This design comes from an exercise in tuning for small area and a short achievable clock period on the open sky130 flow, not from production work.
The RTL was checked by simulation tests, not by an equivalence proof against the original design.

==> inputs of v10 <==
## sin_cos
module sin_cos (
  input clock, input [15:0] angle, output [15:0] cos, output [15:0] sin);
==> flow/config.mk <==
export PLATFORM = sky130hd
export DESIGN_NAME = sin_cos
export DESIGN_NICKNAME = sin_cos
export VERILOG_FILES = /design/flow/design.v
export SDC_FILE = /design/flow/constraint.sdc
export NUM_CORES = 4
export LEC_CHECK = 0
export ABC_AREA = 1
export CAP_MARGIN = 20
export CORE_MARGIN = 2
export CORE_UTILIZATION = 40
export CTS_BUF_LIST = sky130_fd_sc_hd__clkbuf_16
export CTS_CLUSTER_DIAMETER = 80
export CTS_CLUSTER_SIZE = 24
export SETUP_SLACK_MARGIN = 4.0
export SLEW_MARGIN = 20
==> flow/constraint.sdc <==
create_clock -name core_clock -period 6.5 [get_ports {clock}]
set_input_delay 1.3000 -clock core_clock [delete_from_list [all_inputs] [get_ports {clock}]]
set_output_delay 1.3000 -clock core_clock [all_outputs]
set_load 0.01 [all_outputs]
run.sh (not shown) runs the stock make flow with config.mk's settings and CLKGATE_MAP_FILE= SYNTH_SCRIPT=/design/flow/synth_recipe.tcl, a recipe that flattens the netlist after the stock synthesis.
==> v3 (differences from v10) <==
--- a/flow/design.v
+++ b/flow/design.v
@@ -162,128 +162,128 @@
   7'd7: x7n = 17'd8192;
   7'd8: x7n = 17'd65536;
   7'd9: x7n = 17'd57344;
   7'd10: x7n = 17'd61440;
   7'd11: x7n = 17'd20480;
   7'd12: x7n = 17'd63488;
   7'd13: x7n = 17'd38912;
-  7'd14: x7n = 17'd51200;
-  7'd15: x7n = 17'd0;
+  7'd14: x7n = 17'd63488;
+  7'd15: x7n = 17'd63488;
   7'd16: x7n = 17'd65536;
   7'd17: x7n = 17'd61440;
   7'd18: x7n = 17'd63488;
   7'd19: x7n = 17'd26624;
   7'd20: x7n = 17'd64512;
   7'd21: x7n = 17'd44032;
   7'd22: x7n = 17'd54272;
   7'd23: x7n = 17'd1536;
   7'd24: x7n = 17'd65024;
   7'd25: x7n = 17'd52736;
   7'd26: x7n = 17'd58880;
   7'd27: x7n = 17'd14080;
   7'd28: x7n = 17'd61952;
   7'd29: x7n = 17'd33408;
-  7'd30: x7n = 17'd47680;
-  7'd31: x7n = 17'd0;
+  7'd30: x7n = 17'd61952;
+  7'd31: x7n = 17'd61952;
   7'd32: x7n = 17'd65536;
   7'd33: x7n = 17'd63488;
   7'd34: x7n = 17'd64512;
   7'd35: x7n = 17'd29696;
   7'd36: x7n = 17'd65024;
   7'd37: x7n = 17'd46592;
   7'd38: x7n = 17'd55808;
   7'd39: x7n = 17'd4864;
   7'd40: x7n = 17'd65280;
   7'd41: x7n = 17'd55040;
   7'd42: x7n = 17'd60160;
   7'd43: x7n = 17'd17280;
   7'd44: x7n = 17'd62720;
   7'd45: x7n = 17'd36160;
-  7'd46: x7n = 17'd49440;
-  7'd47: x7n = 17'd0;
+  7'd46: x7n = 17'd62720;
+  7'd47: x7n = 17'd62720;
   7'd48: x7n = 17'd65408;
   7'd49: x7n = 17'd59264;
   7'd50: x7n = 17'd62336;
   7'd51: x7n = 17'd23488;
   7'd52: x7n = 17'd63872;
   7'd53: x7n = 17'd41376;
-  7'd54: x7n = 17'd52624;
-  7'd55: x7n = 17'd0;
+  7'd54: x7n = 17'd63872;
+  7'd55: x7n = 17'd63872;
   7'd56: x7n = 17'd64640;
   7'd57: x7n = 17'd50320;
   7'd58: x7n = 17'd57480;
   7'd59: x7n = 17'd10840;
   7'd60: x7n = 17'd61060;
   7'd61: x7n = 17'd30580;
-  7'd62: x7n = 17'd45820;
-  7'd63: x7n = 17'd0;
+  7'd62: x7n = 17'd61060;
+  7'd63: x7n = 17'd61060;
   7'd64: x7n = 17'd65536;
   7'd65: x7n = 17'd64512;
   7'd66: x7n = 17'd65024;
   7'd67: x7n = 17'd31232;
   7'd68: x7n = 17'd65280;
   7'd69: x7n = 17'd47872;
   7'd70: x7n = 17'd56576;
   7'd71: x7n = 17'd6528;
   7'd72: x7n = 17'd65408;
   7'd73: x7n = 17'd56192;
   7'd74: x7n = 17'd60800;
   7'd75: x7n = 17'd18880;
   7'd76: x7n = 17'd63104;
   7'd77: x7n = 17'd37536;
-  7'd78: x7n = 17'd50320;
-  7'd79: x7n = 17'd0;
+  7'd78: x7n = 17'd63104;
+  7'd79: x7n = 17'd63104;
   7'd80: x7n = 17'd65472;
   7'd81: x7n = 17'd60352;
   7'd82: x7n = 17'd62912;
   7'd83: x7n = 17'd25056;
   7'd84: x7n = 17'd64192;
   7'd85: x7n = 17'd42704;
-  7'd86: x7n = 17'd53448;
-  7'd87: x7n = 17'd0;
+  7'd86: x7n = 17'd64192;
+  7'd87: x7n = 17'd64192;
   7'd88: x7n = 17'd64832;
   7'd89: x7n = 17'd51528;
   7'd90: x7n = 17'd58180;
   7'd91: x7n = 17'd12460;
   7'd92: x7n = 17'd61506;
   7'd93: x7n = 17'd31994;
-  7'd94: x7n = 17'd46750;
-  7'd95: x7n = 17'd0;
+  7'd94: x7n = 17'd61506;
+  7'd95: x7n = 17'd61506;
   7'd96: x7n = 17'd65504;
   7'd97: x7n = 17'd62432;
   7'd98: x7n = 17'd63968;
   7'd99: x7n = 17'd28144;
   7'd100: x7n = 17'd64736;
   7'd101: x7n = 17'd45288;
   7'd102: x7n = 17'd55012;
   7'd103: x7n = 17'd3196;
   7'd104: x7n = 17'd65120;
   7'd105: x7n = 17'd53860;
   7'd106: x7n = 17'd59490;
   7'd107: x7n = 17'd15670;
   7'd108: x7n = 17'd62305;
   7'd109: x7n = 17'd34765;
-  7'd110: x7n = 17'd48535;
-  7'd111: x7n = 17'd0;
+  7'd110: x7n = 17'd62305;
+  7'd111: x7n = 17'd62305;
   7'd112: x7n = 17'd65312;
   7'd113: x7n = 17'd58146;
   7'd114: x7n = 17'd61729;
   7'd115: x7n = 17'd21907;
   7'd116: x7n = 17'd63521;
   7'd117: x7n = 17'd40027;
-  7'd118: x7n = 17'd51774;
-  7'd119: x7n = 17'd0;
+  7'd118: x7n = 17'd63521;
+  7'd119: x7n = 17'd63521;
   7'd120: x7n = 17'd64417;
   7'd121: x7n = 17'd49087;
   7'd122: x7n = 17'd56752;
   7'd123: x7n = 17'd9214;
-  7'd124: x7n = 17'd60584;
-  7'd125: x7n = 17'd29150;
-  7'd126: x7n = 17'd44867;
-  7'd127: x7n = 17'd0;
+  7'd124: x7n = 17'd64417;
+  7'd125: x7n = 17'd64417;
+  7'd126: x7n = 17'd64417;
+  7'd127: x7n = 17'd64417;
   default: x7n = 17'd0;
 endcase
 always @* case ({e6_5, e5_5, e4_5, e3_5, e2_5, e1_5, e0_5})
   7'd0: y7n = 17'd0;
   7'd1: y7n = 17'd65536;
   7'd2: y7n = 17'd32768;
   7'd3: y7n = 17'd98304;
@@ -293,128 +293,128 @@
   7'd7: y7n = 17'd106496;
   7'd8: y7n = 17'd8192;
   7'd9: y7n = 17'd73728;
   7'd10: y7n = 17'd40960;
   7'd11: y7n = 17'd102400;
   7'd12: y7n = 17'd24576;
   7'd13: y7n = 17'd88064;
-  7'd14: y7n = 17'd56320;
-  7'd15: y7n = 17'd107520;
+  7'd14: y7n = 17'd24576;
+  7'd15: y7n = 17'd24576;
   7'd16: y7n = 17'd4096;
   7'd17: y7n = 17'd69632;
   7'd18: y7n = 17'd36864;
   7'd19: y7n = 17'd100352;
   7'd20: y7n = 17'd20480;
   7'd21: y7n = 17'd84992;
   7'd22: y7n = 17'd52736;
   7'd23: y7n = 17'd107008;
   7'd24: y7n = 17'd12288;
   7'd25: y7n = 17'd77312;
   7'd26: y7n = 17'd44800;
   7'd27: y7n = 17'd103680;
   7'd28: y7n = 17'd28544;
   7'd29: y7n = 17'd90496;
-  7'd30: y7n = 17'd59520;
-  7'd31: y7n = 17'd107520;
+  7'd30: y7n = 17'd28544;
+  7'd31: y7n = 17'd28544;
   7'd32: y7n = 17'd2048;
   7'd33: y7n = 17'd67584;
   7'd34: y7n = 17'd34816;
   7'd35: y7n = 17'd99328;
   7'd36: y7n = 17'd18432;
   7'd37: y7n = 17'd83456;
   7'd38: y7n = 17'd50944;
   7'd39: y7n = 17'd106752;
   7'd40: y7n = 17'd10240;
   7'd41: y7n = 17'd75520;
   7'd42: y7n = 17'd42880;
   7'd43: y7n = 17'd103040;
   7'd44: y7n = 17'd26560;
   7'd45: y7n = 17'd89280;
-  7'd46: y7n = 17'd57920;
-  7'd47: y7n = 17'd107520;
+  7'd46: y7n = 17'd26560;
+  7'd47: y7n = 17'd26560;
   7'd48: y7n = 17'd6144;
   7'd49: y7n = 17'd71552;
   7'd50: y7n = 17'd38848;
   7'd51: y7n = 17'd101184;
   7'd52: y7n = 17'd22496;
   7'd53: y7n = 17'd86368;
-  7'd54: y7n = 17'd54432;
-  7'd55: y7n = 17'd107056;
+  7'd54: y7n = 17'd22496;
+  7'd55: y7n = 17'd22496;
   7'd56: y7n = 17'd14320;
   7'd57: y7n = 17'd78960;
   7'd58: y7n = 17'd46640;
   7'd59: y7n = 17'd104120;
   7'd60: y7n = 17'd30480;
   7'd61: y7n = 17'd91540;
-  7'd62: y7n = 17'd61010;
-  7'd63: y7n = 17'd107520;
+  7'd62: y7n = 17'd30480;
+  7'd63: y7n = 17'd30480;
   7'd64: y7n = 17'd1024;
   7'd65: y7n = 17'd66560;
   7'd66: y7n = 17'd33792;
   7'd67: y7n = 17'd98816;
   7'd68: y7n = 17'd17408;
   7'd69: y7n = 17'd82688;
   7'd70: y7n = 17'd50048;
   7'd71: y7n = 17'd106624;
   7'd72: y7n = 17'd9216;
   7'd73: y7n = 17'd74624;
   7'd74: y7n = 17'd41920;
   7'd75: y7n = 17'd102720;
   7'd76: y7n = 17'd25568;
   7'd77: y7n = 17'd88672;
-  7'd78: y7n = 17'd57120;
-  7'd79: y7n = 17'd107520;
+  7'd78: y7n = 17'd25568;
+  7'd79: y7n = 17'd25568;
   7'd80: y7n = 17'd5120;
   7'd81: y7n = 17'd70592;
   7'd82: y7n = 17'd37856;
   7'd83: y7n = 17'd100768;
   7'd84: y7n = 17'd21488;
   7'd85: y7n = 17'd85680;
-  7'd86: y7n = 17'd53584;
-  7'd87: y7n = 17'd107032;
+  7'd86: y7n = 17'd21488;
+  7'd87: y7n = 17'd21488;
   7'd88: y7n = 17'd13304;
   7'd89: y7n = 17'd78136;
   7'd90: y7n = 17'd45720;
   7'd91: y7n = 17'd103900;
   7'd92: y7n = 17'd29512;
   7'd93: y7n = 17'd91018;
-  7'd94: y7n = 17'd60265;
-  7'd95: y7n = 17'd107520;
+  7'd94: y7n = 17'd29512;
+  7'd95: y7n = 17'd29512;
   7'd96: y7n = 17'd3072;
   7'd97: y7n = 17'd68576;
   7'd98: y7n = 17'd35824;
   7'd99: y7n = 17'd99792;
   7'd100: y7n = 17'd19448;
   7'd101: y7n = 17'd84184;
   7'd102: y7n = 17'd51816;
   7'd103: y7n = 17'd106828;
   7'd104: y7n = 17'd11260;
   7'd105: y7n = 17'd76380;
   7'd106: y7n = 17'd43820;
   7'd107: y7n = 17'd103310;
   7'd108: y7n = 17'd27540;
   7'd109: y7n = 17'd89845;
-  7'd110: y7n = 17'd58692;
-  7'd111: y7n = 17'd107520;
+  7'd110: y7n = 17'd27540;
+  7'd111: y7n = 17'd27540;
   7'd112: y7n = 17'd7166;
   7'd113: y7n = 17'd72478;
   7'd114: y7n = 17'd39822;
   7'd115: y7n = 17'd101551;
   7'd116: y7n = 17'd23494;
   7'd117: y7n = 17'd87014;
-  7'd118: y7n = 17'd55254;
-  7'd119: y7n = 17'd107056;
+  7'd118: y7n = 17'd23494;
+  7'd119: y7n = 17'd23494;
   7'd120: y7n = 17'd15330;
   7'd121: y7n = 17'd79746;
   7'd122: y7n = 17'd47538;
   7'd123: y7n = 17'd104289;
-  7'd124: y7n = 17'd31434;
-  7'd125: y7n = 17'd92017;
-  7'd126: y7n = 17'd61725;
-  7'd127: y7n = 17'd107520;
+  7'd124: y7n = 17'd15330;
+  7'd125: y7n = 17'd15330;
+  7'd126: y7n = 17'd15330;
+  7'd127: y7n = 17'd15330;
   default: y7n = 17'd0;
 endcase
 reg [16:0] x7, y7;
 always @(posedge clock) begin x7 <= x7n; y7 <= y7n; end
 wire ax7_1 = x7[0] & ~(e7_6 & y7[7]);
 wire ax7_2 = x7[1] & ~(e7_6 & y7[8]);
 wire ax7_3 = x7[2] & ~(e7_6 & y7[9]);
@@ -2174,128 +2174,128 @@
   7'd7: gn = 16'd40206;
   7'd8: gn = 16'd65030;
   7'd9: gn = 16'd45982;
   7'd10: gn = 16'd58162;
   7'd11: gn = 16'd41126;
   7'd12: gn = 16'd63085;
   7'd13: gn = 16'd44607;
-  7'd14: gn = 16'd56422;
-  7'd15: gn = 16'd39896;
+  7'd14: gn = 16'd63085;
+  7'd15: gn = 16'd63085;
   7'd16: gn = 16'd65410;
   7'd17: gn = 16'd46251;
   7'd18: gn = 16'd58502;
   7'd19: gn = 16'd41366;
   7'd20: gn = 16'd63453;
   7'd21: gn = 16'd44868;
   7'd22: gn = 16'd56752;
   7'd23: gn = 16'd40129;
   7'd24: gn = 16'd64905;
   7'd25: gn = 16'd45894;
   7'd26: gn = 16'd58051;
   7'd27: gn = 16'd41047;
   7'd28: gn = 16'd62964;
   7'd29: gn = 16'd44521;
-  7'd30: gn = 16'd56314;
-  7'd31: gn = 16'd39819;
+  7'd30: gn = 16'd62964;
+  7'd31: gn = 16'd62964;
   7'd32: gn = 16'd65502;
   7'd33: gn = 16'd46316;
   7'd34: gn = 16'd58584;
   7'd35: gn = 16'd41425;
   7'd36: gn = 16'd63542;
   7'd37: gn = 16'd44931;
   7'd38: gn = 16'd56832;
   7'd39: gn = 16'd40185;
   7'd40: gn = 16'd64997;
   7'd41: gn = 16'd45958;
   7'd42: gn = 16'd58132;
   7'd43: gn = 16'd41105;
   7'd44: gn = 16'd63053;
   7'd45: gn = 16'd44584;
-  7'd46: gn = 16'd56393;
-  7'd47: gn = 16'd39875;
+  7'd46: gn = 16'd63053;
+  7'd47: gn = 16'd63053;
   7'd48: gn = 16'd65377;
   7'd49: gn = 16'd46227;
   7'd50: gn = 16'd58472;
   7'd51: gn = 16'd41345;
   7'd52: gn = 16'd63421;
   7'd53: gn = 16'd44845;
-  7'd54: gn = 16'd56723;
-  7'd55: gn = 16'd40108;
+  7'd54: gn = 16'd63421;
+  7'd55: gn = 16'd63421;
   7'd56: gn = 16'd64872;
   7'd57: gn = 16'd45870;
   7'd58: gn = 16'd58021;
   7'd59: gn = 16'd41026;
   7'd60: gn = 16'd62932;
   7'd61: gn = 16'd44498;
-  7'd62: gn = 16'd56285;
-  7'd63: gn = 16'd39798;
+  7'd62: gn = 16'd62932;
+  7'd63: gn = 16'd62932;
   7'd64: gn = 16'd65528;
   7'd65: gn = 16'd46335;
   7'd66: gn = 16'd58607;
   7'd67: gn = 16'd41441;
   7'd68: gn = 16'd63568;
   7'd69: gn = 16'd44949;
   7'd70: gn = 16'd56854;
   7'd71: gn = 16'd40201;
   7'd72: gn = 16'd65023;
   7'd73: gn = 16'd45977;
   7'd74: gn = 16'd58155;
   7'd75: gn = 16'd41121;
   7'd76: gn = 16'd63078;
   7'd77: gn = 16'd44602;
-  7'd78: gn = 16'd56415;
-  7'd79: gn = 16'd39891;
+  7'd78: gn = 16'd63078;
+  7'd79: gn = 16'd63078;
   7'd80: gn = 16'd65403;
   7'd81: gn = 16'd46246;
   7'd82: gn = 16'd58495;
   7'd83: gn = 16'd41361;
   7'd84: gn = 16'd63446;
   7'd85: gn = 16'd44863;
-  7'd86: gn = 16'd56745;
-  7'd87: gn = 16'd40124;
+  7'd86: gn = 16'd63446;
+  7'd87: gn = 16'd63446;
   7'd88: gn = 16'd64898;
   7'd89: gn = 16'd45889;
   7'd90: gn = 16'd58044;
   7'd91: gn = 16'd41042;
   7'd92: gn = 16'd62957;
   7'd93: gn = 16'd44516;
-  7'd94: gn = 16'd56307;
-  7'd95: gn = 16'd39814;
+  7'd94: gn = 16'd62957;
+  7'd95: gn = 16'd62957;
   7'd96: gn = 16'd65495;
   7'd97: gn = 16'd46311;
   7'd98: gn = 16'd58577;
   7'd99: gn = 16'd41420;
   7'd100: gn = 16'd63535;
   7'd101: gn = 16'd44926;
   7'd102: gn = 16'd56825;
   7'd103: gn = 16'd40180;
   7'd104: gn = 16'd64990;
   7'd105: gn = 16'd45953;
   7'd106: gn = 16'd58125;
   7'd107: gn = 16'd41100;
   7'd108: gn = 16'd63046;
   7'd109: gn = 16'd44579;
-  7'd110: gn = 16'd56386;
-  7'd111: gn = 16'd39870;
+  7'd110: gn = 16'd63046;
+  7'd111: gn = 16'd63046;
   7'd112: gn = 16'd65370;
   7'd113: gn = 16'd46222;
   7'd114: gn = 16'd58465;
   7'd115: gn = 16'd41340;
   7'd116: gn = 16'd63414;
   7'd117: gn = 16'd44840;
-  7'd118: gn = 16'd56716;
-  7'd119: gn = 16'd40103;
+  7'd118: gn = 16'd63414;
+  7'd119: gn = 16'd63414;
   7'd120: gn = 16'd64865;
   7'd121: gn = 16'd45865;
   7'd122: gn = 16'd58014;
   7'd123: gn = 16'd41021;
-  7'd124: gn = 16'd62925;
-  7'd125: gn = 16'd44493;
-  7'd126: gn = 16'd56278;
-  7'd127: gn = 16'd39793;
+  7'd124: gn = 16'd64865;
+  7'd125: gn = 16'd64865;
+  7'd126: gn = 16'd64865;
+  7'd127: gn = 16'd64865;
   default: gn = 16'd0;
 endcase
 reg [15:0] g14; always @(posedge clock) g14 <= gn;
 wire [17:0] g3n = {2'b00, g14} + {1'b0, g14, 1'b0};
 reg [15:0] gm; reg [17:0] g3m; always @(posedge clock) begin gm <= g14; g3m <= g3n; end
 reg [5:0] pc_d1, pc_d2, pc_d3, pc_d4, pc_dn;
 always @(posedge clock) begin
==> flow/config.mk (replaced) <==
export PLATFORM = sky130hd
export DESIGN_NAME = sin_cos
export DESIGN_NICKNAME = sin_cos
export VERILOG_FILES = /design/flow/design.v
export SDC_FILE = /design/flow/constraint.sdc
export NUM_CORES = 4
export LEC_CHECK = 0
export ABC_AREA = 1
export CAP_MARGIN = 20
export CORE_MARGIN = 2
export CORE_UTILIZATION = 60
export CTS_BUF_LIST = sky130_fd_sc_hd__clkbuf_16
export CTS_CLUSTER_DIAMETER = 80
export CTS_CLUSTER_SIZE = 24
export SETUP_SLACK_MARGIN = 4.0
export SLEW_MARGIN = 20
==> results.py <==
metrics = {
    "logic_synthesis": {
        "netlist_area_sq_um": 45600,
        "synthMuxAreaShare_pct": 0.118,
    },
    "cells_and_area": {
        "regArea_sq_um": 16500,
    },
    "floorplan": {
        "die_x_um": 341,
        "dieArea_sq_um": 117000,
    },
    "sta": {
        "slew_headroom_pct": 42.0,
        "tightestPinTransition_ns": 0.869,
    },
    "critical_path": {
        "reg2reg_from": "pc_d4[1]",
    },
    "run_status": {
        "status": "no timing/DRC/antenna violations",
    },
}
That was v10.
==> results.py <==
metrics = {
    "drt": {
        "wl_per_cell_um": 19.3,
        "dr_wl_met2_um": 58100,
    },
    "floorplan": {
        "dieArea_sq_um": 77500,
        "die_x_um": 278,
    },
    "cells_and_area": {
        "clkCellAreaFrac_pct": 2.95,
        "regArea_sq_um": 16500,
    },
    "critical_path": {
        "reg2reg_from": "pc_dn[1]",
        "setup.worst_path.end": "pc_h1[19]",
    },
    "logic_synthesis": {
        "synth.most_common_cell": "dfxtp_1",
        "async_reset_ff_share_pct": 0,
        "netlist_area_sq_um": 45200,
    },
    "run_status": {
        "status": "no timing/DRC/antenna violations",
    },
    "sta": {
        "tightestPinTransition_ns": 0.994,
    },
}
That was v3.

afterwards: timing with drivers on the ports:
No port has a modelled driver above. Below, the same layouts with a new extraction and two added sets of constraints. Step 1, drivers: a clkbuf_16 drives clock and a buf_2 each remaining input, both assumed. Step 2 also shifts input and output timing later by t, the mid clock arrival at the registers, as if the neighbouring blocks saw the same clock. Slacks: no drivers / after step 1 / after step 2; pairs: no drivers / after step 1.
| run | t (ns) | setup WS [ns] | worst hold slack (ns) |
|---|---|---|---|
| v10 | 0.709 | 3.963 / 3.963 / 3.453 | 0.309 / 0.309 / 0.309 |
| v3 | 0.689 | 3.978 / 3.963 / 3.500 | 0.303 / 0.303 / 0.303 |
After both steps every run listed still meets setup and hold. For v10, which loses most, drivers alone change the setup slack by 0.000 ns; drivers and shift together by -0.510 ns.
